What follows belongs to an exercise in optimizing a design on an open flow for small area and a short achievable clock period; a production flow would make more cautious choices.
For this run, only the layout was checked, not whether the RTL still works.
No driver is modelled on the clock port, so clocking that relies on it looks cheaper here than on a real chip.
Power is estimated from default activity; no workload was simulated.

<file path="flow/design.v">
module booth_mul_top(clk, A, B, m, ov);
	input clk;
	input [15:0] A, B;
	output reg [30:0] m;
	output reg ov;
	reg [15:0] a_q, b_q;
	wire [30:0] m_w;
	wire ov_w;
	BoothMUL mul(.A(a_q), .B(b_q), .m(m_w), .ov(ov_w));
	always @(posedge clk) begin
		a_q <= A;
		b_q <= B;
		m <= m_w;
		ov <= ov_w;
	end
endmodule

module FA(a, b, c, cout, sum);
	input a, b, c;
	output cout, sum;
	assign {cout, sum} = a + b + c;
endmodule
module HA(a, b, cout, sum);
	input a, b;
	output cout, sum;
	assign {cout, sum} = a + b;
endmodule
module ENC(b2, b1, b0, one, two, negz);
	input b2, b1, b0;
	output one, two, negz;
	assign one = b1 ^ b0;
	assign two = (b2 & ~b1 & ~b0) | (~b2 & b1 & b0);
	assign negz = b2 & ~(b1 & b0);
endmodule
module BoothMUL(A, B, m, ov);
	input [15:0] A, B;
	output [30:0] m;
	output ov;
	wire s1;
	wire c2;
	wire s3;
	wire c4;
	wire s5;
	wire c6;
	wire s7;
	wire c8;
	wire s9;
	wire c10;
	wire s11;
	wire c12;
	wire s13;
	wire c14;
	wire s15;
	wire c16;
	wire s17;
	wire c18;
	wire s19;
	wire c20;
	wire s21;
	wire c22;
	wire s23;
	wire c24;
	wire s25;
	wire c26;
	wire s27;
	wire c28;
	wire s29;
	wire c30;
	wire s31;
	wire c32;
	wire s33;
	wire c34;
	wire s35;
	wire c36;
	wire s37;
	wire c38;
	wire s39;
	wire c40;
	wire s41;
	wire c42;
	wire s43;
	wire c44;
	wire s45;
	wire c46;
	wire s47;
	wire c48;
	wire s49;
	wire c50;
	wire s51;
	wire c52;
	wire s53;
	wire c54;
	wire s55;
	wire c56;
	wire s57;
	wire c58;
	wire s59;
	wire c60;
	wire s61;
	wire c62;
	wire s63;
	wire c64;
	wire s65;
	wire c66;
	wire s67;
	wire c68;
	wire s69;
	wire c70;
	wire s71;
	wire c72;
	wire s73;
	wire c74;
	wire s75;
	wire c76;
	wire s77;
	wire c78;
	wire s79;
	wire c80;
	wire s81;
	wire c82;
	wire s83;
	wire c84;
	wire s85;
	wire c86;
	wire s87;
	wire c88;
	wire s89;
	wire c90;
	wire s91;
	wire c92;
	wire s93;
	wire c94;
	wire s95;
	wire c96;
	wire s97;
	wire c98;
	wire s99;
	wire c100;
	wire s101;
	wire c102;
	wire s103;
	wire c104;
	wire s105;
	wire c106;
	wire s107;
	wire c108;
	wire s109;
	wire c110;
	wire s111;
	wire c112;
	wire s113;
	wire c114;
	wire s115;
	wire c116;
	wire s117;
	wire c118;
	wire s119;
	wire c120;
	wire s121;
	wire c122;
	wire s123;
	wire c124;
	wire s125;
	wire c126;
	wire s127;
	wire c128;
	wire s129;
	wire c130;
	wire s131;
	wire c132;
	wire s133;
	wire c134;
	wire s135;
	wire c136;
	wire s137;
	wire c138;
	wire s139;
	wire c140;
	wire s141;
	wire c142;
	wire s143;
	wire c144;
	wire s145;
	wire c146;
	wire s147;
	wire c148;
	wire s149;
	wire c150;
	wire s151;
	wire c152;
	wire s153;
	wire c154;
	wire s155;
	wire c156;
	wire s157;
	wire c158;
	wire s159;
	wire c160;
	wire s161;
	wire c162;
	wire s163;
	wire c164;
	wire s165;
	wire c166;
	wire s167;
	wire c168;
	wire s169;
	wire c170;
	wire s171;
	wire c172;
	wire s173;
	wire c174;
	wire s175;
	wire c176;
	wire s177;
	wire c178;
	wire s179;
	wire c180;
	wire s181;
	wire c182;
	wire s183;
	wire c184;
	wire s185;
	wire c186;
	wire s187;
	wire c188;
	wire s189;
	wire c190;
	wire s191;
	wire c192;
	wire s193;
	wire c194;
	wire s195;
	wire c196;
	wire s197;
	wire c198;
	wire s199;
	wire c200;
	wire s201;
	wire c202;
	wire s203;
	wire c204;
	wire s205;
	wire c206;
	wire s207;
	wire c208;
	wire s209;
	wire c210;
	wire s211;
	wire c212;
	wire s213;
	wire c214;
	wire s215;
	wire c216;
	wire s217;
	wire c218;
	wire s219;
	wire c220;
	wire s221;
	wire c222;
	wire s223;
	wire c224;
	wire neg0 = B[1];
	wire one0 = B[0] ^ 1'b0;
	wire two0 = (B[1] & ~B[0] & ~1'b0) | (~B[1] & B[0] & 1'b0);
	wire one0_0, two0_0, negz0_0;
	ENC enc0_0(.b2(B[1]), .b1(B[0]), .b0(1'b0), .one(one0_0), .two(two0_0), .negz(negz0_0));
	wire one0_1, two0_1, negz0_1;
	ENC enc0_1(.b2(B[1]), .b1(B[0]), .b0(1'b0), .one(one0_1), .two(two0_1), .negz(negz0_1));
	wire pp0_0 = (one0_0 & (A[0] ^ negz0_0)) | (two0_0 & (negz0_0));
	wire pp0_1 = (one0_0 & (A[1] ^ negz0_0)) | (two0_0 & (A[0] ^ negz0_0));
	wire pp0_2 = (one0_0 & (A[2] ^ negz0_0)) | (two0_0 & (A[1] ^ negz0_0));
	wire pp0_3 = (one0_0 & (A[3] ^ negz0_0)) | (two0_0 & (A[2] ^ negz0_0));
	wire pp0_4 = (one0_0 & (A[4] ^ negz0_0)) | (two0_0 & (A[3] ^ negz0_0));
	wire pp0_5 = (one0_0 & (A[5] ^ negz0_0)) | (two0_0 & (A[4] ^ negz0_0));
	wire pp0_6 = (one0_0 & (A[6] ^ negz0_0)) | (two0_0 & (A[5] ^ negz0_0));
	wire pp0_7 = (one0_0 & (A[7] ^ negz0_0)) | (two0_0 & (A[6] ^ negz0_0));
	wire pp0_8 = (one0_0 & (A[8] ^ negz0_0)) | (two0_0 & (A[7] ^ negz0_0));
	wire pp0_9 = (one0_1 & (A[9] ^ negz0_1)) | (two0_1 & (A[8] ^ negz0_1));
	wire pp0_10 = (one0_1 & (A[10] ^ negz0_1)) | (two0_1 & (A[9] ^ negz0_1));
	wire pp0_11 = (one0_1 & (A[11] ^ negz0_1)) | (two0_1 & (A[10] ^ negz0_1));
	wire pp0_12 = (one0_1 & (A[12] ^ negz0_1)) | (two0_1 & (A[11] ^ negz0_1));
	wire pp0_13 = (one0_1 & (A[13] ^ negz0_1)) | (two0_1 & (A[12] ^ negz0_1));
	wire pp0_14 = (one0_1 & (A[14] ^ negz0_1)) | (two0_1 & (A[13] ^ negz0_1));
	wire pp0_15 = (one0_1 & (A[15] ^ negz0_1)) | (two0_1 & (A[14] ^ negz0_1));
	wire pp0_16 = ~((one0_1 | two0_1) & (A[15] ^ negz0_1));
	wire neg1 = B[3];
	wire one1 = B[2] ^ B[1];
	wire two1 = (B[3] & ~B[2] & ~B[1]) | (~B[3] & B[2] & B[1]);
	wire one1_0, two1_0, negz1_0;
	ENC enc1_0(.b2(B[3]), .b1(B[2]), .b0(B[1]), .one(one1_0), .two(two1_0), .negz(negz1_0));
	wire one1_1, two1_1, negz1_1;
	ENC enc1_1(.b2(B[3]), .b1(B[2]), .b0(B[1]), .one(one1_1), .two(two1_1), .negz(negz1_1));
	wire pp1_0 = (one1_0 & (A[0] ^ negz1_0)) | (two1_0 & (negz1_0));
	wire pp1_1 = (one1_0 & (A[1] ^ negz1_0)) | (two1_0 & (A[0] ^ negz1_0));
	wire pp1_2 = (one1_0 & (A[2] ^ negz1_0)) | (two1_0 & (A[1] ^ negz1_0));
	wire pp1_3 = (one1_0 & (A[3] ^ negz1_0)) | (two1_0 & (A[2] ^ negz1_0));
	wire pp1_4 = (one1_0 & (A[4] ^ negz1_0)) | (two1_0 & (A[3] ^ negz1_0));
	wire pp1_5 = (one1_0 & (A[5] ^ negz1_0)) | (two1_0 & (A[4] ^ negz1_0));
	wire pp1_6 = (one1_0 & (A[6] ^ negz1_0)) | (two1_0 & (A[5] ^ negz1_0));
	wire pp1_7 = (one1_0 & (A[7] ^ negz1_0)) | (two1_0 & (A[6] ^ negz1_0));
	wire pp1_8 = (one1_0 & (A[8] ^ negz1_0)) | (two1_0 & (A[7] ^ negz1_0));
	wire pp1_9 = (one1_1 & (A[9] ^ negz1_1)) | (two1_1 & (A[8] ^ negz1_1));
	wire pp1_10 = (one1_1 & (A[10] ^ negz1_1)) | (two1_1 & (A[9] ^ negz1_1));
	wire pp1_11 = (one1_1 & (A[11] ^ negz1_1)) | (two1_1 & (A[10] ^ negz1_1));
	wire pp1_12 = (one1_1 & (A[12] ^ negz1_1)) | (two1_1 & (A[11] ^ negz1_1));
	wire pp1_13 = (one1_1 & (A[13] ^ negz1_1)) | (two1_1 & (A[12] ^ negz1_1));
	wire pp1_14 = (one1_1 & (A[14] ^ negz1_1)) | (two1_1 & (A[13] ^ negz1_1));
	wire pp1_15 = (one1_1 & (A[15] ^ negz1_1)) | (two1_1 & (A[14] ^ negz1_1));
	wire pp1_16 = ~((one1_1 | two1_1) & (A[15] ^ negz1_1));
	wire neg2 = B[5];
	wire one2 = B[4] ^ B[3];
	wire two2 = (B[5] & ~B[4] & ~B[3]) | (~B[5] & B[4] & B[3]);
	wire one2_0, two2_0, negz2_0;
	ENC enc2_0(.b2(B[5]), .b1(B[4]), .b0(B[3]), .one(one2_0), .two(two2_0), .negz(negz2_0));
	wire one2_1, two2_1, negz2_1;
	ENC enc2_1(.b2(B[5]), .b1(B[4]), .b0(B[3]), .one(one2_1), .two(two2_1), .negz(negz2_1));
	wire pp2_0 = (one2_0 & (A[0] ^ negz2_0)) | (two2_0 & (negz2_0));
	wire pp2_1 = (one2_0 & (A[1] ^ negz2_0)) | (two2_0 & (A[0] ^ negz2_0));
	wire pp2_2 = (one2_0 & (A[2] ^ negz2_0)) | (two2_0 & (A[1] ^ negz2_0));
	wire pp2_3 = (one2_0 & (A[3] ^ negz2_0)) | (two2_0 & (A[2] ^ negz2_0));
	wire pp2_4 = (one2_0 & (A[4] ^ negz2_0)) | (two2_0 & (A[3] ^ negz2_0));
	wire pp2_5 = (one2_0 & (A[5] ^ negz2_0)) | (two2_0 & (A[4] ^ negz2_0));
	wire pp2_6 = (one2_0 & (A[6] ^ negz2_0)) | (two2_0 & (A[5] ^ negz2_0));
	wire pp2_7 = (one2_0 & (A[7] ^ negz2_0)) | (two2_0 & (A[6] ^ negz2_0));
	wire pp2_8 = (one2_0 & (A[8] ^ negz2_0)) | (two2_0 & (A[7] ^ negz2_0));
	wire pp2_9 = (one2_1 & (A[9] ^ negz2_1)) | (two2_1 & (A[8] ^ negz2_1));
	wire pp2_10 = (one2_1 & (A[10] ^ negz2_1)) | (two2_1 & (A[9] ^ negz2_1));
	wire pp2_11 = (one2_1 & (A[11] ^ negz2_1)) | (two2_1 & (A[10] ^ negz2_1));
	wire pp2_12 = (one2_1 & (A[12] ^ negz2_1)) | (two2_1 & (A[11] ^ negz2_1));
	wire pp2_13 = (one2_1 & (A[13] ^ negz2_1)) | (two2_1 & (A[12] ^ negz2_1));
	wire pp2_14 = (one2_1 & (A[14] ^ negz2_1)) | (two2_1 & (A[13] ^ negz2_1));
	wire pp2_15 = (one2_1 & (A[15] ^ negz2_1)) | (two2_1 & (A[14] ^ negz2_1));
	wire pp2_16 = ~((one2_1 | two2_1) & (A[15] ^ negz2_1));
	wire neg3 = B[7];
	wire one3 = B[6] ^ B[5];
	wire two3 = (B[7] & ~B[6] & ~B[5]) | (~B[7] & B[6] & B[5]);
	wire one3_0, two3_0, negz3_0;
	ENC enc3_0(.b2(B[7]), .b1(B[6]), .b0(B[5]), .one(one3_0), .two(two3_0), .negz(negz3_0));
	wire one3_1, two3_1, negz3_1;
	ENC enc3_1(.b2(B[7]), .b1(B[6]), .b0(B[5]), .one(one3_1), .two(two3_1), .negz(negz3_1));
	wire pp3_0 = (one3_0 & (A[0] ^ negz3_0)) | (two3_0 & (negz3_0));
	wire pp3_1 = (one3_0 & (A[1] ^ negz3_0)) | (two3_0 & (A[0] ^ negz3_0));
	wire pp3_2 = (one3_0 & (A[2] ^ negz3_0)) | (two3_0 & (A[1] ^ negz3_0));
	wire pp3_3 = (one3_0 & (A[3] ^ negz3_0)) | (two3_0 & (A[2] ^ negz3_0));
	wire pp3_4 = (one3_0 & (A[4] ^ negz3_0)) | (two3_0 & (A[3] ^ negz3_0));
	wire pp3_5 = (one3_0 & (A[5] ^ negz3_0)) | (two3_0 & (A[4] ^ negz3_0));
	wire pp3_6 = (one3_0 & (A[6] ^ negz3_0)) | (two3_0 & (A[5] ^ negz3_0));
	wire pp3_7 = (one3_0 & (A[7] ^ negz3_0)) | (two3_0 & (A[6] ^ negz3_0));
	wire pp3_8 = (one3_0 & (A[8] ^ negz3_0)) | (two3_0 & (A[7] ^ negz3_0));
	wire pp3_9 = (one3_1 & (A[9] ^ negz3_1)) | (two3_1 & (A[8] ^ negz3_1));
	wire pp3_10 = (one3_1 & (A[10] ^ negz3_1)) | (two3_1 & (A[9] ^ negz3_1));
	wire pp3_11 = (one3_1 & (A[11] ^ negz3_1)) | (two3_1 & (A[10] ^ negz3_1));
	wire pp3_12 = (one3_1 & (A[12] ^ negz3_1)) | (two3_1 & (A[11] ^ negz3_1));
	wire pp3_13 = (one3_1 & (A[13] ^ negz3_1)) | (two3_1 & (A[12] ^ negz3_1));
	wire pp3_14 = (one3_1 & (A[14] ^ negz3_1)) | (two3_1 & (A[13] ^ negz3_1));
	wire pp3_15 = (one3_1 & (A[15] ^ negz3_1)) | (two3_1 & (A[14] ^ negz3_1));
	wire pp3_16 = ~((one3_1 | two3_1) & (A[15] ^ negz3_1));
	wire neg4 = B[9];
	wire one4 = B[8] ^ B[7];
	wire two4 = (B[9] & ~B[8] & ~B[7]) | (~B[9] & B[8] & B[7]);
	wire one4_0, two4_0, negz4_0;
	ENC enc4_0(.b2(B[9]), .b1(B[8]), .b0(B[7]), .one(one4_0), .two(two4_0), .negz(negz4_0));
	wire one4_1, two4_1, negz4_1;
	ENC enc4_1(.b2(B[9]), .b1(B[8]), .b0(B[7]), .one(one4_1), .two(two4_1), .negz(negz4_1));
	wire pp4_0 = (one4_0 & (A[0] ^ negz4_0)) | (two4_0 & (negz4_0));
	wire pp4_1 = (one4_0 & (A[1] ^ negz4_0)) | (two4_0 & (A[0] ^ negz4_0));
	wire pp4_2 = (one4_0 & (A[2] ^ negz4_0)) | (two4_0 & (A[1] ^ negz4_0));
	wire pp4_3 = (one4_0 & (A[3] ^ negz4_0)) | (two4_0 & (A[2] ^ negz4_0));
	wire pp4_4 = (one4_0 & (A[4] ^ negz4_0)) | (two4_0 & (A[3] ^ negz4_0));
	wire pp4_5 = (one4_0 & (A[5] ^ negz4_0)) | (two4_0 & (A[4] ^ negz4_0));
	wire pp4_6 = (one4_0 & (A[6] ^ negz4_0)) | (two4_0 & (A[5] ^ negz4_0));
	wire pp4_7 = (one4_0 & (A[7] ^ negz4_0)) | (two4_0 & (A[6] ^ negz4_0));
	wire pp4_8 = (one4_0 & (A[8] ^ negz4_0)) | (two4_0 & (A[7] ^ negz4_0));
	wire pp4_9 = (one4_1 & (A[9] ^ negz4_1)) | (two4_1 & (A[8] ^ negz4_1));
	wire pp4_10 = (one4_1 & (A[10] ^ negz4_1)) | (two4_1 & (A[9] ^ negz4_1));
	wire pp4_11 = (one4_1 & (A[11] ^ negz4_1)) | (two4_1 & (A[10] ^ negz4_1));
	wire pp4_12 = (one4_1 & (A[12] ^ negz4_1)) | (two4_1 & (A[11] ^ negz4_1));
	wire pp4_13 = (one4_1 & (A[13] ^ negz4_1)) | (two4_1 & (A[12] ^ negz4_1));
	wire pp4_14 = (one4_1 & (A[14] ^ negz4_1)) | (two4_1 & (A[13] ^ negz4_1));
	wire pp4_15 = (one4_1 & (A[15] ^ negz4_1)) | (two4_1 & (A[14] ^ negz4_1));
	wire pp4_16 = ~((one4_1 | two4_1) & (A[15] ^ negz4_1));
	wire neg5 = B[11];
	wire one5 = B[10] ^ B[9];
	wire two5 = (B[11] & ~B[10] & ~B[9]) | (~B[11] & B[10] & B[9]);
	wire one5_0, two5_0, negz5_0;
	ENC enc5_0(.b2(B[11]), .b1(B[10]), .b0(B[9]), .one(one5_0), .two(two5_0), .negz(negz5_0));
	wire one5_1, two5_1, negz5_1;
	ENC enc5_1(.b2(B[11]), .b1(B[10]), .b0(B[9]), .one(one5_1), .two(two5_1), .negz(negz5_1));
	wire pp5_0 = (one5_0 & (A[0] ^ negz5_0)) | (two5_0 & (negz5_0));
	wire pp5_1 = (one5_0 & (A[1] ^ negz5_0)) | (two5_0 & (A[0] ^ negz5_0));
	wire pp5_2 = (one5_0 & (A[2] ^ negz5_0)) | (two5_0 & (A[1] ^ negz5_0));
	wire pp5_3 = (one5_0 & (A[3] ^ negz5_0)) | (two5_0 & (A[2] ^ negz5_0));
	wire pp5_4 = (one5_0 & (A[4] ^ negz5_0)) | (two5_0 & (A[3] ^ negz5_0));
	wire pp5_5 = (one5_0 & (A[5] ^ negz5_0)) | (two5_0 & (A[4] ^ negz5_0));
	wire pp5_6 = (one5_0 & (A[6] ^ negz5_0)) | (two5_0 & (A[5] ^ negz5_0));
	wire pp5_7 = (one5_0 & (A[7] ^ negz5_0)) | (two5_0 & (A[6] ^ negz5_0));
	wire pp5_8 = (one5_0 & (A[8] ^ negz5_0)) | (two5_0 & (A[7] ^ negz5_0));
	wire pp5_9 = (one5_1 & (A[9] ^ negz5_1)) | (two5_1 & (A[8] ^ negz5_1));
	wire pp5_10 = (one5_1 & (A[10] ^ negz5_1)) | (two5_1 & (A[9] ^ negz5_1));
	wire pp5_11 = (one5_1 & (A[11] ^ negz5_1)) | (two5_1 & (A[10] ^ negz5_1));
	wire pp5_12 = (one5_1 & (A[12] ^ negz5_1)) | (two5_1 & (A[11] ^ negz5_1));
	wire pp5_13 = (one5_1 & (A[13] ^ negz5_1)) | (two5_1 & (A[12] ^ negz5_1));
	wire pp5_14 = (one5_1 & (A[14] ^ negz5_1)) | (two5_1 & (A[13] ^ negz5_1));
	wire pp5_15 = (one5_1 & (A[15] ^ negz5_1)) | (two5_1 & (A[14] ^ negz5_1));
	wire pp5_16 = ~((one5_1 | two5_1) & (A[15] ^ negz5_1));
	wire neg6 = B[13];
	wire one6 = B[12] ^ B[11];
	wire two6 = (B[13] & ~B[12] & ~B[11]) | (~B[13] & B[12] & B[11]);
	wire one6_0, two6_0, negz6_0;
	ENC enc6_0(.b2(B[13]), .b1(B[12]), .b0(B[11]), .one(one6_0), .two(two6_0), .negz(negz6_0));
	wire one6_1, two6_1, negz6_1;
	ENC enc6_1(.b2(B[13]), .b1(B[12]), .b0(B[11]), .one(one6_1), .two(two6_1), .negz(negz6_1));
	wire pp6_0 = (one6_0 & (A[0] ^ negz6_0)) | (two6_0 & (negz6_0));
	wire pp6_1 = (one6_0 & (A[1] ^ negz6_0)) | (two6_0 & (A[0] ^ negz6_0));
	wire pp6_2 = (one6_0 & (A[2] ^ negz6_0)) | (two6_0 & (A[1] ^ negz6_0));
	wire pp6_3 = (one6_0 & (A[3] ^ negz6_0)) | (two6_0 & (A[2] ^ negz6_0));
	wire pp6_4 = (one6_0 & (A[4] ^ negz6_0)) | (two6_0 & (A[3] ^ negz6_0));
	wire pp6_5 = (one6_0 & (A[5] ^ negz6_0)) | (two6_0 & (A[4] ^ negz6_0));
	wire pp6_6 = (one6_0 & (A[6] ^ negz6_0)) | (two6_0 & (A[5] ^ negz6_0));
	wire pp6_7 = (one6_0 & (A[7] ^ negz6_0)) | (two6_0 & (A[6] ^ negz6_0));
	wire pp6_8 = (one6_0 & (A[8] ^ negz6_0)) | (two6_0 & (A[7] ^ negz6_0));
	wire pp6_9 = (one6_1 & (A[9] ^ negz6_1)) | (two6_1 & (A[8] ^ negz6_1));
	wire pp6_10 = (one6_1 & (A[10] ^ negz6_1)) | (two6_1 & (A[9] ^ negz6_1));
	wire pp6_11 = (one6_1 & (A[11] ^ negz6_1)) | (two6_1 & (A[10] ^ negz6_1));
	wire pp6_12 = (one6_1 & (A[12] ^ negz6_1)) | (two6_1 & (A[11] ^ negz6_1));
	wire pp6_13 = (one6_1 & (A[13] ^ negz6_1)) | (two6_1 & (A[12] ^ negz6_1));
	wire pp6_14 = (one6_1 & (A[14] ^ negz6_1)) | (two6_1 & (A[13] ^ negz6_1));
	wire pp6_15 = (one6_1 & (A[15] ^ negz6_1)) | (two6_1 & (A[14] ^ negz6_1));
	wire pp6_16 = ~((one6_1 | two6_1) & (A[15] ^ negz6_1));
	wire neg7 = B[15];
	wire one7 = B[14] ^ B[13];
	wire two7 = (B[15] & ~B[14] & ~B[13]) | (~B[15] & B[14] & B[13]);
	wire one7_0, two7_0, negz7_0;
	ENC enc7_0(.b2(B[15]), .b1(B[14]), .b0(B[13]), .one(one7_0), .two(two7_0), .negz(negz7_0));
	wire one7_1, two7_1, negz7_1;
	ENC enc7_1(.b2(B[15]), .b1(B[14]), .b0(B[13]), .one(one7_1), .two(two7_1), .negz(negz7_1));
	wire pp7_0 = (one7_0 & (A[0] ^ negz7_0)) | (two7_0 & (negz7_0));
	wire pp7_1 = (one7_0 & (A[1] ^ negz7_0)) | (two7_0 & (A[0] ^ negz7_0));
	wire pp7_2 = (one7_0 & (A[2] ^ negz7_0)) | (two7_0 & (A[1] ^ negz7_0));
	wire pp7_3 = (one7_0 & (A[3] ^ negz7_0)) | (two7_0 & (A[2] ^ negz7_0));
	wire pp7_4 = (one7_0 & (A[4] ^ negz7_0)) | (two7_0 & (A[3] ^ negz7_0));
	wire pp7_5 = (one7_0 & (A[5] ^ negz7_0)) | (two7_0 & (A[4] ^ negz7_0));
	wire pp7_6 = (one7_0 & (A[6] ^ negz7_0)) | (two7_0 & (A[5] ^ negz7_0));
	wire pp7_7 = (one7_0 & (A[7] ^ negz7_0)) | (two7_0 & (A[6] ^ negz7_0));
	wire pp7_8 = (one7_0 & (A[8] ^ negz7_0)) | (two7_0 & (A[7] ^ negz7_0));
	wire pp7_9 = (one7_1 & (A[9] ^ negz7_1)) | (two7_1 & (A[8] ^ negz7_1));
	wire pp7_10 = (one7_1 & (A[10] ^ negz7_1)) | (two7_1 & (A[9] ^ negz7_1));
	wire pp7_11 = (one7_1 & (A[11] ^ negz7_1)) | (two7_1 & (A[10] ^ negz7_1));
	wire pp7_12 = (one7_1 & (A[12] ^ negz7_1)) | (two7_1 & (A[11] ^ negz7_1));
	wire pp7_13 = (one7_1 & (A[13] ^ negz7_1)) | (two7_1 & (A[12] ^ negz7_1));
	wire pp7_14 = (one7_1 & (A[14] ^ negz7_1)) | (two7_1 & (A[13] ^ negz7_1));
	wire pp7_15 = (one7_1 & (A[15] ^ negz7_1)) | (two7_1 & (A[14] ^ negz7_1));
	wire pp7_16 = ~((one7_1 | two7_1) & (A[15] ^ negz7_1));
	HA ha2(.a(negz5_0), .b(pp0_10), .cout(c2), .sum(s1));
	HA ha4(.a(pp0_11), .b(pp1_9), .cout(c4), .sum(s3));
	FA fa6(.a(negz6_0), .b(pp0_12), .c(pp1_10), .cout(c6), .sum(s5));
	HA ha8(.a(pp2_8), .b(pp3_6), .cout(c8), .sum(s7));
	FA fa10(.a(pp0_13), .b(pp1_11), .c(pp2_9), .cout(c10), .sum(s9));
	HA ha12(.a(pp3_7), .b(pp4_5), .cout(c12), .sum(s11));
	FA fa14(.a(negz7_0), .b(pp0_14), .c(pp1_12), .cout(c14), .sum(s13));
	FA fa16(.a(pp2_10), .b(pp3_8), .c(pp4_6), .cout(c16), .sum(s15));
	HA ha18(.a(pp5_4), .b(pp6_2), .cout(c18), .sum(s17));
	FA fa20(.a(pp0_15), .b(pp1_13), .c(pp2_11), .cout(c20), .sum(s19));
	FA fa22(.a(pp3_9), .b(pp4_7), .c(pp5_5), .cout(c22), .sum(s21));
	HA ha24(.a(pp6_3), .b(pp7_1), .cout(c24), .sum(s23));
	assign s25 = ~(pp0_16 ^ pp1_14);
	assign c26 = pp0_16 | pp1_14;
	FA fa28(.a(pp2_12), .b(pp3_10), .c(pp4_8), .cout(c28), .sum(s27));
	FA fa30(.a(pp5_6), .b(pp6_4), .c(pp7_2), .cout(c30), .sum(s29));
	assign s31 = ~(pp1_15 ^ pp2_13);
	assign c32 = pp1_15 | pp2_13;
	FA fa34(.a(pp3_11), .b(pp4_9), .c(pp5_7), .cout(c34), .sum(s33));
	HA ha36(.a(pp6_5), .b(pp7_3), .cout(c36), .sum(s35));
	FA fa38(.a(pp1_16), .b(pp2_14), .c(pp3_12), .cout(c38), .sum(s37));
	FA fa40(.a(pp4_10), .b(pp5_8), .c(pp6_6), .cout(c40), .sum(s39));
	assign s41 = ~(pp2_15 ^ pp3_13);
	assign c42 = pp2_15 | pp3_13;
	HA ha44(.a(pp4_11), .b(pp5_9), .cout(c44), .sum(s43));
	FA fa46(.a(pp2_16), .b(pp3_14), .c(pp4_12), .cout(c46), .sum(s45));
	assign s47 = ~pp3_15;
	assign c48 = pp3_15;
	HA ha50(.a(negz3_0), .b(pp0_6), .cout(c50), .sum(s49));
	HA ha52(.a(pp0_7), .b(pp1_5), .cout(c52), .sum(s51));
	FA fa54(.a(negz4_0), .b(pp0_8), .c(pp1_6), .cout(c54), .sum(s53));
	HA ha56(.a(pp2_4), .b(pp3_2), .cout(c56), .sum(s55));
	FA fa58(.a(pp0_9), .b(pp1_7), .c(pp2_5), .cout(c58), .sum(s57));
	HA ha60(.a(pp3_3), .b(pp4_1), .cout(c60), .sum(s59));
	FA fa62(.a(pp1_8), .b(pp2_6), .c(pp3_4), .cout(c62), .sum(s61));
	FA fa64(.a(pp4_2), .b(pp5_0), .c(s1), .cout(c64), .sum(s63));
	FA fa66(.a(pp2_7), .b(pp3_5), .c(pp4_3), .cout(c66), .sum(s65));
	FA fa68(.a(pp5_1), .b(c2), .c(s3), .cout(c68), .sum(s67));
	FA fa70(.a(pp4_4), .b(pp5_2), .c(pp6_0), .cout(c70), .sum(s69));
	FA fa72(.a(c4), .b(s7), .c(s5), .cout(c72), .sum(s71));
	FA fa74(.a(pp5_3), .b(pp6_1), .c(c8), .cout(c74), .sum(s73));
	FA fa76(.a(s11), .b(c6), .c(s9), .cout(c76), .sum(s75));
	FA fa78(.a(pp7_0), .b(c12), .c(s17), .cout(c78), .sum(s77));
	FA fa80(.a(c10), .b(s13), .c(s15), .cout(c80), .sum(s79));
	FA fa82(.a(c18), .b(s23), .c(c14), .cout(c82), .sum(s81));
	FA fa84(.a(c16), .b(s19), .c(s21), .cout(c84), .sum(s83));
	FA fa86(.a(c24), .b(c20), .c(c22), .cout(c86), .sum(s85));
	FA fa88(.a(s25), .b(s27), .c(s29), .cout(c88), .sum(s87));
	FA fa90(.a(s35), .b(c26), .c(c28), .cout(c90), .sum(s89));
	FA fa92(.a(c30), .b(s31), .c(s33), .cout(c92), .sum(s91));
	FA fa94(.a(pp7_4), .b(c36), .c(c32), .cout(c94), .sum(s93));
	FA fa96(.a(c34), .b(s37), .c(s39), .cout(c96), .sum(s95));
	FA fa98(.a(pp6_7), .b(pp7_5), .c(s43), .cout(c98), .sum(s97));
	FA fa100(.a(c38), .b(c40), .c(s41), .cout(c100), .sum(s99));
	FA fa102(.a(pp5_10), .b(pp6_8), .c(pp7_6), .cout(c102), .sum(s101));
	FA fa104(.a(c44), .b(c42), .c(s45), .cout(c104), .sum(s103));
	FA fa106(.a(pp4_13), .b(pp5_11), .c(pp6_9), .cout(c106), .sum(s105));
	FA fa108(.a(pp7_7), .b(s47), .c(c46), .cout(c108), .sum(s107));
	FA fa110(.a(pp3_16), .b(pp4_14), .c(pp5_12), .cout(c110), .sum(s109));
	FA fa112(.a(pp6_10), .b(pp7_8), .c(c48), .cout(c112), .sum(s111));
	assign s113 = ~(pp4_15 ^ pp5_13);
	assign c114 = pp4_15 | pp5_13;
	HA ha116(.a(pp6_11), .b(pp7_9), .cout(c116), .sum(s115));
	FA fa118(.a(pp4_16), .b(pp5_14), .c(pp6_12), .cout(c118), .sum(s117));
	assign s119 = ~pp5_15;
	assign c120 = pp5_15;
	HA ha122(.a(negz2_0), .b(pp0_4), .cout(c122), .sum(s121));
	HA ha124(.a(pp0_5), .b(pp1_3), .cout(c124), .sum(s123));
	FA fa126(.a(pp1_4), .b(pp2_2), .c(pp3_0), .cout(c126), .sum(s125));
	FA fa128(.a(pp2_3), .b(pp3_1), .c(c50), .cout(c128), .sum(s127));
	FA fa130(.a(pp4_0), .b(c52), .c(s55), .cout(c130), .sum(s129));
	FA fa132(.a(c56), .b(s59), .c(c54), .cout(c132), .sum(s131));
	FA fa134(.a(c60), .b(c58), .c(s61), .cout(c134), .sum(s133));
	FA fa136(.a(c62), .b(s65), .c(c64), .cout(c136), .sum(s135));
	FA fa138(.a(c66), .b(s69), .c(c68), .cout(c138), .sum(s137));
	FA fa140(.a(c70), .b(s73), .c(c72), .cout(c140), .sum(s139));
	FA fa142(.a(c74), .b(s77), .c(c76), .cout(c142), .sum(s141));
	FA fa144(.a(c78), .b(c80), .c(s81), .cout(c144), .sum(s143));
	FA fa146(.a(c82), .b(c84), .c(s85), .cout(c146), .sum(s145));
	FA fa148(.a(c86), .b(c88), .c(s89), .cout(c148), .sum(s147));
	FA fa150(.a(c90), .b(c92), .c(s93), .cout(c150), .sum(s149));
	FA fa152(.a(s97), .b(c94), .c(c96), .cout(c152), .sum(s151));
	FA fa154(.a(s101), .b(c98), .c(c100), .cout(c154), .sum(s153));
	FA fa156(.a(c102), .b(s105), .c(c104), .cout(c156), .sum(s155));
	FA fa158(.a(c106), .b(s109), .c(s111), .cout(c158), .sum(s157));
	FA fa160(.a(s115), .b(c110), .c(s113), .cout(c160), .sum(s159));
	FA fa162(.a(pp7_10), .b(c116), .c(c114), .cout(c162), .sum(s161));
	FA fa164(.a(pp6_13), .b(pp7_11), .c(s119), .cout(c164), .sum(s163));
	FA fa166(.a(pp5_16), .b(pp6_14), .c(pp7_12), .cout(c166), .sum(s165));
	assign s167 = ~pp6_15;
	assign c168 = pp6_15;
	HA ha170(.a(negz1_0), .b(pp0_2), .cout(c170), .sum(s169));
	HA ha172(.a(pp0_3), .b(pp1_1), .cout(c172), .sum(s171));
	FA fa174(.a(pp1_2), .b(pp2_0), .c(s121), .cout(c174), .sum(s173));
	FA fa176(.a(pp2_1), .b(c122), .c(s123), .cout(c176), .sum(s175));
	FA fa178(.a(c124), .b(s49), .c(s125), .cout(c178), .sum(s177));
	FA fa180(.a(s51), .b(c126), .c(s127), .cout(c180), .sum(s179));
	FA fa182(.a(s53), .b(c128), .c(s129), .cout(c182), .sum(s181));
	FA fa184(.a(s57), .b(c130), .c(s131), .cout(c184), .sum(s183));
	FA fa186(.a(s63), .b(c132), .c(s133), .cout(c186), .sum(s185));
	FA fa188(.a(s67), .b(c134), .c(s135), .cout(c188), .sum(s187));
	FA fa190(.a(s71), .b(c136), .c(s137), .cout(c190), .sum(s189));
	FA fa192(.a(s75), .b(c138), .c(s139), .cout(c192), .sum(s191));
	FA fa194(.a(s79), .b(c140), .c(s141), .cout(c194), .sum(s193));
	FA fa196(.a(s83), .b(c142), .c(s143), .cout(c196), .sum(s195));
	FA fa198(.a(s87), .b(c144), .c(s145), .cout(c198), .sum(s197));
	FA fa200(.a(s91), .b(c146), .c(s147), .cout(c200), .sum(s199));
	FA fa202(.a(s95), .b(c148), .c(s149), .cout(c202), .sum(s201));
	FA fa204(.a(s99), .b(c150), .c(s151), .cout(c204), .sum(s203));
	FA fa206(.a(s103), .b(c152), .c(s153), .cout(c206), .sum(s205));
	FA fa208(.a(s107), .b(c154), .c(s155), .cout(c208), .sum(s207));
	FA fa210(.a(c108), .b(s157), .c(c156), .cout(c210), .sum(s209));
	FA fa212(.a(c112), .b(s159), .c(c158), .cout(c212), .sum(s211));
	FA fa214(.a(s117), .b(c160), .c(s161), .cout(c214), .sum(s213));
	FA fa216(.a(c118), .b(s163), .c(c162), .cout(c216), .sum(s215));
	FA fa218(.a(c120), .b(s165), .c(c164), .cout(c218), .sum(s217));
	FA fa220(.a(pp7_13), .b(s167), .c(c166), .cout(c220), .sum(s219));
	FA fa222(.a(pp6_16), .b(pp7_14), .c(c168), .cout(c222), .sum(s221));
	assign s223 = ~pp7_15;
	assign c224 = pp7_15;
	wire [31:0] X = {1'b1, pp7_16, s223, s221, s219, s217, c214, s213, s211, s209, c206, c204, c202, c200, c198, c196, c194, c192, c190, c188, c186, c184, c182, c180, c178, c176, c174, c172, c170, pp1_0, pp0_1, negz0_0};
	wire [31:0] Y = {1'b0, c224, c222, c220, c218, c216, s215, c212, c210, c208, s207, s205, s203, s201, s199, s197, s195, s193, s191, s189, s187, s185, s183, s181, s179, s177, s175, s173, s171, s169, 1'b0, pp0_0};
	wire [31:0] P;
	wire [31:0] g, p;
	HA pg0(.a(X[0]), .b(Y[0]), .cout(g[0]), .sum(p[0]));
	assign g[1] = 1'b0;
	assign p[1] = pp0_1;
	HA pg2(.a(X[2]), .b(Y[2]), .cout(g[2]), .sum(p[2]));
	HA pg3(.a(X[3]), .b(Y[3]), .cout(g[3]), .sum(p[3]));
	HA pg4(.a(X[4]), .b(Y[4]), .cout(g[4]), .sum(p[4]));
	HA pg5(.a(X[5]), .b(Y[5]), .cout(g[5]), .sum(p[5]));
	HA pg6(.a(X[6]), .b(Y[6]), .cout(g[6]), .sum(p[6]));
	HA pg7(.a(X[7]), .b(Y[7]), .cout(g[7]), .sum(p[7]));
	HA pg8(.a(X[8]), .b(Y[8]), .cout(g[8]), .sum(p[8]));
	HA pg9(.a(X[9]), .b(Y[9]), .cout(g[9]), .sum(p[9]));
	HA pg10(.a(X[10]), .b(Y[10]), .cout(g[10]), .sum(p[10]));
	HA pg11(.a(X[11]), .b(Y[11]), .cout(g[11]), .sum(p[11]));
	HA pg12(.a(X[12]), .b(Y[12]), .cout(g[12]), .sum(p[12]));
	HA pg13(.a(X[13]), .b(Y[13]), .cout(g[13]), .sum(p[13]));
	HA pg14(.a(X[14]), .b(Y[14]), .cout(g[14]), .sum(p[14]));
	HA pg15(.a(X[15]), .b(Y[15]), .cout(g[15]), .sum(p[15]));
	HA pg16(.a(X[16]), .b(Y[16]), .cout(g[16]), .sum(p[16]));
	HA pg17(.a(X[17]), .b(Y[17]), .cout(g[17]), .sum(p[17]));
	HA pg18(.a(X[18]), .b(Y[18]), .cout(g[18]), .sum(p[18]));
	HA pg19(.a(X[19]), .b(Y[19]), .cout(g[19]), .sum(p[19]));
	HA pg20(.a(X[20]), .b(Y[20]), .cout(g[20]), .sum(p[20]));
	HA pg21(.a(X[21]), .b(Y[21]), .cout(g[21]), .sum(p[21]));
	HA pg22(.a(X[22]), .b(Y[22]), .cout(g[22]), .sum(p[22]));
	HA pg23(.a(X[23]), .b(Y[23]), .cout(g[23]), .sum(p[23]));
	HA pg24(.a(X[24]), .b(Y[24]), .cout(g[24]), .sum(p[24]));
	HA pg25(.a(X[25]), .b(Y[25]), .cout(g[25]), .sum(p[25]));
	HA pg26(.a(X[26]), .b(Y[26]), .cout(g[26]), .sum(p[26]));
	HA pg27(.a(X[27]), .b(Y[27]), .cout(g[27]), .sum(p[27]));
	HA pg28(.a(X[28]), .b(Y[28]), .cout(g[28]), .sum(p[28]));
	HA pg29(.a(X[29]), .b(Y[29]), .cout(g[29]), .sum(p[29]));
	HA pg30(.a(X[30]), .b(Y[30]), .cout(g[30]), .sum(p[30]));
	assign g[31] = 1'b0;
	assign p[31] = ~1'b0;
	assign G225 = g[1] | (p[1] & g[0]);
	assign Pq226 = p[1] & p[0];
	assign G227 = g[3] | (p[3] & g[2]);
	assign Pq228 = p[3] & p[2];
	assign G229 = g[5] | (p[5] & g[4]);
	assign Pq230 = p[5] & p[4];
	assign G231 = g[7] | (p[7] & g[6]);
	assign Pq232 = p[7] & p[6];
	assign G233 = g[9] | (p[9] & g[8]);
	assign Pq234 = p[9] & p[8];
	assign G235 = g[11] | (p[11] & g[10]);
	assign Pq236 = p[11] & p[10];
	assign G237 = g[13] | (p[13] & g[12]);
	assign Pq238 = p[13] & p[12];
	assign G239 = g[15] | (p[15] & g[14]);
	assign Pq240 = p[15] & p[14];
	assign G241 = g[17] | (p[17] & g[16]);
	assign Pq242 = p[17] & p[16];
	assign G243 = g[19] | (p[19] & g[18]);
	assign Pq244 = p[19] & p[18];
	assign G245 = g[21] | (p[21] & g[20]);
	assign Pq246 = p[21] & p[20];
	assign G247 = g[23] | (p[23] & g[22]);
	assign Pq248 = p[23] & p[22];
	assign G249 = g[25] | (p[25] & g[24]);
	assign Pq250 = p[25] & p[24];
	assign G251 = g[27] | (p[27] & g[26]);
	assign Pq252 = p[27] & p[26];
	assign G253 = g[29] | (p[29] & g[28]);
	assign Pq254 = p[29] & p[28];
	assign G255 = g[31] | (p[31] & g[30]);
	assign Pq256 = p[31] & p[30];
	assign G257 = G227 | (Pq228 & G225);
	assign Pq258 = Pq228 & Pq226;
	assign G259 = G231 | (Pq232 & G229);
	assign Pq260 = Pq232 & Pq230;
	assign G261 = G235 | (Pq236 & G233);
	assign Pq262 = Pq236 & Pq234;
	assign G263 = G239 | (Pq240 & G237);
	assign Pq264 = Pq240 & Pq238;
	assign G265 = G243 | (Pq244 & G241);
	assign Pq266 = Pq244 & Pq242;
	assign G267 = G247 | (Pq248 & G245);
	assign Pq268 = Pq248 & Pq246;
	assign G269 = G251 | (Pq252 & G249);
	assign Pq270 = Pq252 & Pq250;
	assign G271 = G255 | (Pq256 & G253);
	assign Pq272 = Pq256 & Pq254;
	assign G273 = G259 | (Pq260 & G257);
	assign Pq274 = Pq260 & Pq258;
	assign G275 = G263 | (Pq264 & G261);
	assign Pq276 = Pq264 & Pq262;
	assign G277 = G267 | (Pq268 & G265);
	assign Pq278 = Pq268 & Pq266;
	assign G279 = G271 | (Pq272 & G269);
	assign Pq280 = Pq272 & Pq270;
	assign G281 = G275 | (Pq276 & G273);
	assign Pq282 = Pq276 & Pq274;
	assign G283 = G279 | (Pq280 & G277);
	assign Pq284 = Pq280 & Pq278;
	assign G285 = G283 | (Pq284 & G281);
	assign Pq286 = Pq284 & Pq282;
	assign G287 = G277 | (Pq278 & G281);
	assign Pq288 = Pq278 & Pq282;
	assign G289 = G261 | (Pq262 & G273);
	assign Pq290 = Pq262 & Pq274;
	assign G291 = G265 | (Pq266 & G281);
	assign Pq292 = Pq266 & Pq282;
	assign G293 = G269 | (Pq270 & G287);
	assign Pq294 = Pq270 & Pq288;
	assign G295 = G229 | (Pq230 & G257);
	assign Pq296 = Pq230 & Pq258;
	assign G297 = G233 | (Pq234 & G273);
	assign Pq298 = Pq234 & Pq274;
	assign G299 = G237 | (Pq238 & G289);
	assign Pq300 = Pq238 & Pq290;
	assign G301 = G241 | (Pq242 & G281);
	assign Pq302 = Pq242 & Pq282;
	assign G303 = G245 | (Pq246 & G291);
	assign Pq304 = Pq246 & Pq292;
	assign G305 = G249 | (Pq250 & G287);
	assign Pq306 = Pq250 & Pq288;
	assign G307 = G253 | (Pq254 & G293);
	assign Pq308 = Pq254 & Pq294;
	assign G309 = g[2] | (p[2] & G225);
	assign Pq310 = p[2] & Pq226;
	assign G311 = g[4] | (p[4] & G257);
	assign Pq312 = p[4] & Pq258;
	assign G313 = g[6] | (p[6] & G295);
	assign Pq314 = p[6] & Pq296;
	assign G315 = g[8] | (p[8] & G273);
	assign Pq316 = p[8] & Pq274;
	assign G317 = g[10] | (p[10] & G297);
	assign Pq318 = p[10] & Pq298;
	assign G319 = g[12] | (p[12] & G289);
	assign Pq320 = p[12] & Pq290;
	assign G321 = g[14] | (p[14] & G299);
	assign Pq322 = p[14] & Pq300;
	assign G323 = g[16] | (p[16] & G281);
	assign Pq324 = p[16] & Pq282;
	assign G325 = g[18] | (p[18] & G301);
	assign Pq326 = p[18] & Pq302;
	assign G327 = g[20] | (p[20] & G291);
	assign Pq328 = p[20] & Pq292;
	assign G329 = g[22] | (p[22] & G303);
	assign Pq330 = p[22] & Pq304;
	assign G331 = g[24] | (p[24] & G287);
	assign Pq332 = p[24] & Pq288;
	assign G333 = g[26] | (p[26] & G305);
	assign Pq334 = p[26] & Pq306;
	assign G335 = g[28] | (p[28] & G293);
	assign Pq336 = p[28] & Pq294;
	assign G337 = g[30] | (p[30] & G307);
	assign Pq338 = p[30] & Pq308;
	assign P[0] = p[0];
	assign P[1] = p[1] ^ g[0];
	assign P[2] = p[2] ^ G225;
	assign P[3] = p[3] ^ G309;
	assign P[4] = p[4] ^ G257;
	assign P[5] = p[5] ^ G311;
	assign P[6] = p[6] ^ G295;
	assign P[7] = p[7] ^ G313;
	assign P[8] = p[8] ^ G273;
	assign P[9] = p[9] ^ G315;
	assign P[10] = p[10] ^ G297;
	assign P[11] = p[11] ^ G317;
	assign P[12] = p[12] ^ G289;
	assign P[13] = p[13] ^ G319;
	assign P[14] = p[14] ^ G299;
	assign P[15] = p[15] ^ G321;
	assign P[16] = p[16] ^ G281;
	assign P[17] = p[17] ^ G323;
	assign P[18] = p[18] ^ G301;
	assign P[19] = p[19] ^ G325;
	assign P[20] = p[20] ^ G291;
	assign P[21] = p[21] ^ G327;
	assign P[22] = p[22] ^ G303;
	assign P[23] = p[23] ^ G329;
	assign P[24] = p[24] ^ G287;
	assign P[25] = p[25] ^ G331;
	assign P[26] = p[26] ^ G305;
	assign P[27] = p[27] ^ G333;
	assign P[28] = p[28] ^ G293;
	assign P[29] = p[29] ^ G335;
	assign P[30] = p[30] ^ G307;
	assign P[31] = p[31] ^ G337;
	assign m = P[30:0];
	assign ov = ~P[31];
endmodule
</file>
<file path="flow/flow/run.sh">
#!/bin/bash
# The standard layout (standard.sh, unchanged synthesis) with two changes:
# - the port buffers use sky130_fd_sc_hd__buf_1 (every port still gets one);
# - after clock tree synthesis, flow/skew.tcl delays the clock of the output
#   registers m and ov whose data paths are long, by a short chain of clock
#   delay cells (useful skew for the register-to-register path through the
#   multiplier).
export BUFFER_PORTS_ARGS="-buffer_cell sky130_fd_sc_hd__buf_1"
export POST_CTS_TCL="$PWD/flow/skew.tcl"
bash standard.sh > standard.log 2>&1
</file>
<file path="flow/flow/skew.tcl">
# POST_CTS_TCL hook: useful skew for the register-to-register path through
# the multiplier. The clock of the output registers (m, ov) whose data paths
# are long is delayed by a short chain of clock delay cells, so that the path
# a_q/b_q -> m gets more time. The output ports, which m and ov drive, lose the
# same time. The delay is chosen to balance the two: the worst slack of the
# internal paths and of the output ports come out about equal. A register
# whose shortest path is short (small hold slack) gets a shorter chain.
# Every cell added is a clock buffer or delay cell on the clock net; the
# registers themselves are untouched.
set_propagated_clock [all_clocks]
estimate_parasitics -placement

set P "sky130_fd_sc_hd__"
# chains and their approximate added delay (ns), shortest first
set chains [list \
  [list 0.33 [list ${P}clkdlybuf4s18_1 ${P}clkbuf_4]] \
  [list 0.38 [list ${P}clkdlybuf4s25_1 ${P}clkbuf_4]] \
  [list 0.58 [list ${P}clkdlybuf4s50_1 ${P}clkbuf_4]] \
  [list 0.72 [list ${P}clkdlybuf4s50_1 ${P}clkbuf_1 ${P}clkbuf_4]] \
  [list 0.82 [list ${P}clkdlybuf4s50_1 ${P}clkdlybuf4s18_1 ${P}clkbuf_4]] \
  [list 0.87 [list ${P}clkdlybuf4s50_1 ${P}clkdlybuf4s25_1 ${P}clkbuf_4]] \
  [list 1.00 [list ${P}clkdlybuf4s50_1 ${P}clkdlybuf4s25_1 ${P}clkbuf_1 ${P}clkbuf_4]] \
  [list 1.10 [list ${P}clkdlybuf4s50_1 ${P}clkdlybuf4s50_1 ${P}clkbuf_4]] \
  [list 1.24 [list ${P}clkdlybuf4s50_1 ${P}clkdlybuf4s50_1 ${P}clkbuf_1 ${P}clkbuf_4]] \
  [list 1.39 [list ${P}clkdlybuf4s50_1 ${P}clkdlybuf4s50_1 ${P}clkdlybuf4s25_1 ${P}clkbuf_4]] \
]
# the internal paths lose about this much (ns) from here to the routed layout
set bias 0.1

proc worst {args} {
  set p [find_timing_paths {*}$args -path_delay max]
  return [get_property [lindex $p 0] slack]
}
set s_out [worst -to [all_outputs]]
set s_in [worst -from [all_inputs]]
puts "skew: before: output slack $s_out input slack $s_in"

set regs {}
foreach c [all_registers -cells] {
  set name [get_full_name $c]
  if {![regexp {^(m\[[0-9]+\]|ov)\$} $name]} { continue }
  set d [get_pins $name/D]
  lappend regs [list $name [get_property $d slack_max] [get_property $d slack_min]]
}
set s_int 1e9
foreach r $regs { if {[lindex $r 1] < $s_int} { set s_int [lindex $r 1] } }
puts "skew: before: internal slack $s_int"

set best -1
set best_ws -1e9
for {set i 0} {$i < [llength $chains]} {incr i} {
  set dly [lindex [lindex $chains $i] 0]
  set ws [expr {$s_out - $dly}]
  foreach r $regs {
    lassign $r name smax smin
    # registers that gain nothing keep their clock
    if {$smax >= $s_out - $dly} { continue }
    set ws [expr {min($ws, $smax + $dly - $bias)}]
  }
  puts "skew: chain $i (+$dly ns) predicted worst slack $ws"
  if {$ws > $best_ws} { set best_ws $ws; set best $i }
}
set dly [lindex [lindex $chains $best] 0]
puts "skew: using chain $best (+$dly ns)"

set groups [dict create]
foreach r $regs {
  lassign $r name smax smin
  if {$smax >= $s_out - $dly} { continue }
  # longest chain up to the chosen one that the hold slack allows
  set tier -1
  for {set i $best} {$i >= 0} {incr i -1} {
    if {[lindex [lindex $chains $i] 0] < $smin + 0.1} { set tier $i; break }
  }
  puts "skew: $name setup slack $smax hold slack $smin chain $tier"
  if {$tier < 0} { continue }
  set net [get_full_name [get_nets -of_objects [get_pins $name/CLK]]]
  dict lappend groups "$net $tier" "$name/CLK"
}
set k 0
dict for {key pins} $groups {
  lassign $key netname tier
  puts "skew: net $netname chain $tier drives [llength $pins] output registers"
  set cur $netname
  foreach cell [lindex [lindex $chains $tier] 1] {
    insert_buffer -buffer_cell $cell -net [get_nets $cur] -load_pins [get_pins $pins] -buffer_name "skew_buf_$k"
    incr k
    set cur [get_full_name [get_nets -of_objects [get_pins [lindex $pins 0]]]]
  }
}
detailed_placement
check_placement -verbose
estimate_parasitics -placement
puts "skew: after: output slack [worst -to [all_outputs]] internal slack [worst -from [all_registers -clock_pins] -to [all_registers -data_pins]]"
report_clock_skew
report_checks -path_delay min -digits 3
</file>
<file path="flow/standard.sh">
#!/bin/bash
# synth_recipe.tcl (not shown) runs the flow's synth.tcl, then flattens the netlist and writes it again
# the make line also repeats each setting of config.mk as NAME=value (left out here)
make -C /OpenROAD-flow-scripts/flow DESIGN_CONFIG=/design/flow/config.mk WORK_HOME=/design/flow/orfs CLKGATE_MAP_FILE= SYNTH_SCRIPT=/design/flow/synth_recipe.tcl "${@:-finish}"
</file>
<file path="flow/config.mk">
export PLATFORM = sky130hd
export DESIGN_NAME = booth_mul_top
export DESIGN_NICKNAME = booth_mul_top
export VERILOG_FILES = /design/flow/design.v
export SDC_FILE = /design/flow/constraint.sdc
export NUM_CORES = 4
export LEC_CHECK = 0
export ABC_AREA = 1
export CAP_MARGIN = 20
export CORE_MARGIN = 2
export CORE_UTILIZATION = 50
export CTS_BUF_LIST = sky130_fd_sc_hd__clkbuf_8
export HOLD_SLACK_MARGIN = 0.05
export SLEW_MARGIN = 70
export SYNTH_HIERARCHICAL = 1
export SYNTH_MINIMUM_KEEP_SIZE = 0
</file>
<file path="flow/constraint.sdc">
create_clock -name core_clock -period 12.2 [get_ports {clk}]
set_input_delay 2.4400 -clock core_clock [delete_from_list [all_inputs] [get_ports {clk}]]
set_output_delay 2.4400 -clock core_clock [all_outputs]
set_load 0.01 [all_outputs]
</file>
==> flow_metrics.tcl <==
set metrics [dict create \
    power.leakage_uw 0.00363 \
    hold_path.class "flip-flop to flip-flop" \
    skew_ps 984 \
    synth_edf_count 0 \
    fin_setup_tns_ps 0 \
    vias 5982 \
    critPathLaunchType "flip-flop" \
    fin_util_pct 57.5 \
    drtIter0Drc 452 \
    drv_slew 0 \
    grt_pass1_wl_microns 30600 \
    finalCritPeriodShare_pct 34.9 \
    cts.sinks 64 \
    core_sq_um 14600 \
    antenna_found_initial 0 \
    r2r-end "ov" \
    min_period_ps 4260 \
    critPathCapture "ov" \
    fill_cells 1358 \
    ant_nets 0 \
    fp-row-count 44 \
    synth_cells 832 \
    grt_overflow 0 \
    crit_type "flip-flop to flip-flop" \
    antenna_cells 0 \
    synth_warnings 121 \
    yosysSeqAreaShare_pct 16.9 \
    ys_async_sr_fraction_pct 0 \
    maxCapViolations 0 \
    status "complete, no violations" \
    yosysTopAreaCellShare_pct 23.0 \
    cp.arrival_ps 5460 \
    end_kind "flip-flop" \
    nNetsFinal 1110 \
    post-dp-hpwl_microns 15200 \
    synth_common_cells "142 x xnor2_1, 113 x o22ai_1, 105 x inv_1, 87 x fa_1, 83 x ha_1" \
    grt_max_degree 17 \
    r2r_slack_ps 7940 \
    dpl_cell_area_sq_um 8020 \
    r2r_cells 23 \
    boundaryPins 65 \
    fmax_mhz 235 \
    wl_per_cell_microns 16.9 \
    drive_above_1_share_pct 8.00 \
    viasPerCell 5.46 \
    avgSynthCellArea_sq_um 9.09 \
    synthToLayoutAreaGrowth_pct 11.3 \
    yosysTopAreaCell "fa_1" \
    drc 0 \
    dieArea_sq_um 16100 \
    io_buffer_count 64 \
    synth_area_leaders "fa_1 23%, dfxtp_1 17%, xnor2_1 16%" \
    ys_seq_elements 64 \
    rsz0062_at_grt "false" \
    path_clk_slew_ps 70 \
    finalHoldViolCount 0 \
    yosysMostFrequentCell "xnor2_1" \
    r2r_start "b_q[1]" \
    clkLatencyLatePin_ps 1340 \
    start_util_pct 51.6 \
    die_y_microns 127 \
    grt_pass1_vias 6306 \
    die_w_microns 127 \
    setup_violations 0 \
    cp.required_ps 13390 \
    dp_cells 1054 \
    drt_pass1_iterations 5 \
    fin_area_sq_um 8420 \
    ir_drop_uv 177 \
    cp_max_fo 10 \
    synth_area_sq_um 7560 \
    critPathLaunch "b_q[1]" \
    synth_flop_cell "dfxtp_1" \
    cts_tree "yes" \
    powerDensity_nw_per_um2 280 \
    finalWeightedCongestion 0.939 \
    instances_no_fill 1096 \
    totalWireLength_microns 18600 \
    grt_use_total_pct 24.5 \
    ys_types 27 \
]
per-stage QoR:
step                      setup slack (ps)  hold WS [ps]  total power, uW
after floorplan                       7490           831             1680
after global placement                6680           810             2020
after detailed placement              7050           871             2080
after global routing                  7670          66.8             2670
final                                 7940          31.2             2350
sequential cells by signal, indices dropped and copies added (netlist names):
register	cells
b_q	16
ov	1
m	31
a_q	16
power by group:
group	switching (uW)	internal [uW]	total (uW)
clock	123	175	297
combinational	945	771	1720
sequential	31.0	309	340
total	1100	1260	2350
critical path: stages, from the launching register on:
cell and delay [ps]:
dfxtp_1 410, ha_1 260, nor2_4 280, xnor2_1 150, o22ai_1 330, fa_1 530, fa_1 450, fa_1 550
fa_1 430, ha_1 350, nand2_2 90, inv_1 40, nand2_1 50, nand2_1 50, a21oi_1 160, nand2_2 120
nand2_2 90, nand2_4 70, nand2_2 70, nand2_2 50, nand2_1 60, nand2_1 50, ha_1 160, or2_2 290
placed cells by master, fill, tap and decap left out:
cell type / netlist / layout
clkinv_2: 0 / 1
inv_6: 0 / 2
nand3_2: 1 / 1
nor2_4: 0 / 14
nand2_1: 56 / 56
xnor2_1: 142 / 142
a21oi_1: 11 / 11
clkbuf_8: 0 / 11
nand4_1: 2 / 2
ha_1: 83 / 83
xor2_1: 8 / 8
a21o_1: 2 / 2
nor2_2: 2 / 2
dfxtp_2: 0 / 15
clkdlybuf4s25_1: 0 / 6
clkinvlp_4: 0 / 2
o22ai_1: 113 / 113
o21ai_1: 0 / 4
o21bai_1: 1 / 1
dlygate4sd3_1: 0 / 1
nand3_1: 41 / 41
a31o_2: 3 / 3
nor3_1: 1 / 1
nand2_2: 8 / 8
clkinv_1: 8 / 8
fa_1: 87 / 87
o21ai_0: 22 / 18
or2_2: 2 / 2
buf_1: 0 / 64
nor2_1: 33 / 19
buf_4: 2 / 4
clkdlybuf4s50_1: 0 / 6
inv_1: 105 / 105
conb_1: 1 / 6
a21oi_2: 1 / 1
dfxtp_1: 64 / 49
nand2_4: 1 / 1
clkbuf_1: 0 / 6
clkbuf_4: 0 / 6
modules after synthesis (local to each module, per instance):
module / area, sq um / cells
ENC: 41.3 / 8
booth_mul_top: 1280 / 64
FA: 20.0 / 1
BoothMUL: 3290 / 506
HA: 12.5 / 1
area by class of cell, clock buffers not listed:
class	count	area [sq um]	share of cell area, %
well taps	184	230	2.74
inverters	113	424	5.04
flip-flops and latches	64	1300	15.4
repair buffers	69	280	3.33
clock inverters	5	37.5	0.446
multi-input cells	626	5800	69.0
how the worst min path moves through the flow:
stage / from / end / slack [ps] / cells past startpoint
2_1_floorplan: b_q[15] / ov / 830 / 5
3_3_place_gp: b_q[0] / m[0] / 810 / 6
3_5_place_dp: b_q[0] / m[0] / 870 / 6
5_1_grt: b_q[15] / ov / 70 / 5
6_report: b_q[15] / ov / 30 / 5
kinds of logic (layout without fill, tap and decap cells):
group                    count (synthesis)  count (layout)  synth area share, %
buffers and inverters                  147             222                 7.93
XOR/XNOR                               150             150                 17.4
flip-flops                              64              64                 16.9
adder cells (fa/ha/maj)                170             170                 36.8
AND/OR/NAND/NOR                        147             147                 8.64
other                                    1               6               0.0496
AO/OA/AOI/OAI                          153             153                 12.3
layer usage:
metal,track usage [%],vias to the layer above,part of all wire (%),routed length (microns)
li1,-,2922,-,-
met1,33.3,2837,47,8710
met2,38.6,184,44,8250
met3,4.44,39,5.8,1070
met4,10.7,0,2.9,536
met5,0,-,0,0

-- afterwards: timing with drivers on the ports --
The results above use ideal ports. As a check the final layout listed here was re-extracted and re-timed, cells and wires unchanged.
Step 1, drivers: a clkbuf_16 drives clk and a buf_2 each remaining input, both assumed.
Step 2, shift: input delay + t, output delay - t, t = (earliest + latest rising clock arrival at the registers) / 2. This alone moves slack from input paths to output paths.
a / b / c = ideal ports / drivers / drivers and shift; a / b = the first two.
t (ns): 0.889
setup WS [ns]: 7.938 / 7.907 / 7.938
clock arrival spread, ns: 0.985 / 0.985
Clock arrivals are far apart in this run, so t is only a midpoint there and step 2 fits no single register. For this run, drivers alone change the setup slack by -0.031 ns; drivers and shift together by 0.000 ns.
